What follows belongs to an exercise in optimizing a design on an open flow for small area; a production flow would make more cautious choices.
In this exercise RTL edits were held to simulation tests only and were not proved equivalent to the original.
Power is estimated from default activity; no workload was simulated.

Setup of run 1:
Design PIEZO_reality_and_damedame, start of the top module:
module PIEZO_reality_and_damedame(RESETN, CLK_1MHZ, A, T, SONG);
  input RESETN, CLK_1MHZ, A, T;
  output SONG;
  reg [6:0] p1;
  reg b1, f1, z1;
  reg [18:0] s1;
  reg [1:0] u1;
  reg [10:0] c1;
  reg [7:0] p2;
  reg b2, f2, z2;
  reg [17:0] s2;
  reg [10:0] c2;
  reg [10:0] t1, t2;
  reg r1, r2;
  reg [1:0] k1;
  always @(*) begin
    t1 = 11'd0; r1 = 1'b1; k1 = 2'd0;
    case (p1)
      7'd0: begin t1 = 11'd0; r1 = 1'b1; k1 = 2'd0; end
      7'd1: begin t1 = 11'd0; r1 = 1'b1; k1 = 2'd0; end
      7'd2: begin t1 = 11'd1012; r1 = 1'b0; k1 = 2'd2; end
      7'd3: begin t1 = 11'd1516; r1 = 1'b0; k1 = 2'd0; end
      7'd4: begin t1 = 11'd955; r1 = 1'b0; k1 = 2'd0; end
      7'd5: begin t1 = 11'd1012; r1 = 1'b0; k1 = 2'd1; end
      7'd6: begin t1 = 11'd1136; r1 = 1'b0; k1 = 2'd0; end
      7'd7: begin t1 = 11'd1275; r1 = 1'b0; k1 = 2'd0; end
      7'd8: begin t1 = 11'd1012; r1 = 1'b0; k1 = 2'd1; end
      7'd9: begin t1 = 11'd0; r1 = 1'b1; k1 = 2'd0; end
      7'd10: begin t1 = 11'd1607; r1 = 1'b0; k1 = 2'd0; end
      7'd11: begin t1 = 11'd955; r1 = 1'b0; k1 = 2'd0; end
      7'd12: begin t1 = 11'd1012; r1 = 1'b0; k1 = 2'd1; end
      7'd13: begin t1 = 11'd1136; r1 = 1'b0; k1 = 2'd0; end
      7'd14: begin t1 = 11'd1275; r1 = 1'b0; k1 = 2'd0; end
      7'd15: begin t1 = 11'd1012; r1 = 1'b0; k1 = 2'd3; end
      7'd16: begin t1 = 11'd675; r1 = 1'b0; k1 = 2'd2; end
      7'd17: begin t1 = 11'd758; r1 = 1'b0; k1 = 2'd0; end
      7'd18: begin t1 = 11'd1012; r1 = 1'b0; k1 = 2'd3; end
      7'd19: begin t1 = 11'd0; r1 = 1'b1; k1 = 2'd0; end
      7'd20: begin t1 = 11'd1516; r1 = 1'b0; k1 = 2'd0; end
      7'd21: begin t1 = 11'd1351; r1 = 1'b0; k1 = 2'd0; end
      7'd22: begin t1 = 11'd1275; r1 = 1'b0; k1 = 2'd0; end
      7'd23: begin t1 = 11'd1012; r1 = 1'b0; k1 = 2'd0; end
      7'd24: begin t1 = 11'd1136; r1 = 1'b0; k1 = 2'd1; end
      7'd25: begin t1 = 11'd1204; r1 = 1'b0; k1 = 2'd0; end
      7'd26: begin t1 = 11'd1136; r1 = 1'b0; k1 = 2'd1; end
  ...
Size in the first run: ~82 flip-flops, about 5 I/O pins, about 7500 µm² of cells after synthesis.
make LEC_CHECK=0 CAP_MARGIN=20 CORE_MARGIN=2 CORE_UTILIZATION=40 SLEW_MARGIN=20 finish   # period 10.0 ns
run.sh (not shown) runs the stock make flow with config.mk's settings and CLKGATE_MAP_FILE= SYNTH_SCRIPT=/design/flow/synth_recipe.tcl, a recipe that flattens the netlist after the stock synthesis.
Run 1 has completed all stages; timing, DRC and antenna checks passed.
What run 2 does differently from run 1 at the input level:
==> flow/flow/run.sh (new file) <==
#!/bin/bash
set -e
bash standard.sh > standard.log 2>&1
==> flow/standard.sh (new file) <==
#!/bin/bash
# synth_recipe.tcl (not shown) runs the flow's synth.tcl, then flattens the netlist and writes it again
# the make line also repeats each setting of config.mk as NAME=value (left out here)
make -C /OpenROAD-flow-scripts/flow DESIGN_CONFIG=/design/flow/config.mk WORK_HOME=/design/flow/orfs CLKGATE_MAP_FILE= SYNTH_SCRIPT=/design/flow/synth_recipe.tcl "${@:-finish}"
removed: flow/run.sh
Results
Run 2 vs. run 1: total power consumption of the routed design shows no meaningful change; minimum setup slack in the final design did not really move; largest net degree at the start of global routing did not really move; share of synthesized registers carrying an async set or reset roughly the same; top-level port count essentially unchanged.
Finished layout cell area came out exactly the same in run 1 and run 2.

what the ideal ports hide:
No port has a modelled driver above. Below, the same layouts with a new extraction and two added sets of constraints.
Step 1: set_driving_cell puts a clkbuf_16 on CLK_1MHZ and a buf_2 on each other input, an assumption about the parent block.
Step 2 also shifts input and output timing later by t, the mid clock arrival at the registers, as if the neighbouring blocks saw the same clock.
Three values: ideal ports, drivers, drivers and shift; two values: the first two.
| run | t, ns | slack for setup (ns) | hold slack, ns | worst setup path after step 2 |
|---|---|---|---|---|
| run 1 | 0.370 | 4.501 / 4.459 / 4.459 | 0.441 / 0.441 / 0.441 | input to output |
| run 2 | 0.370 | 4.501 / 4.459 / 4.459 | 0.441 / 0.441 / 0.441 | input to output |
After both steps every run listed still meets setup and hold.
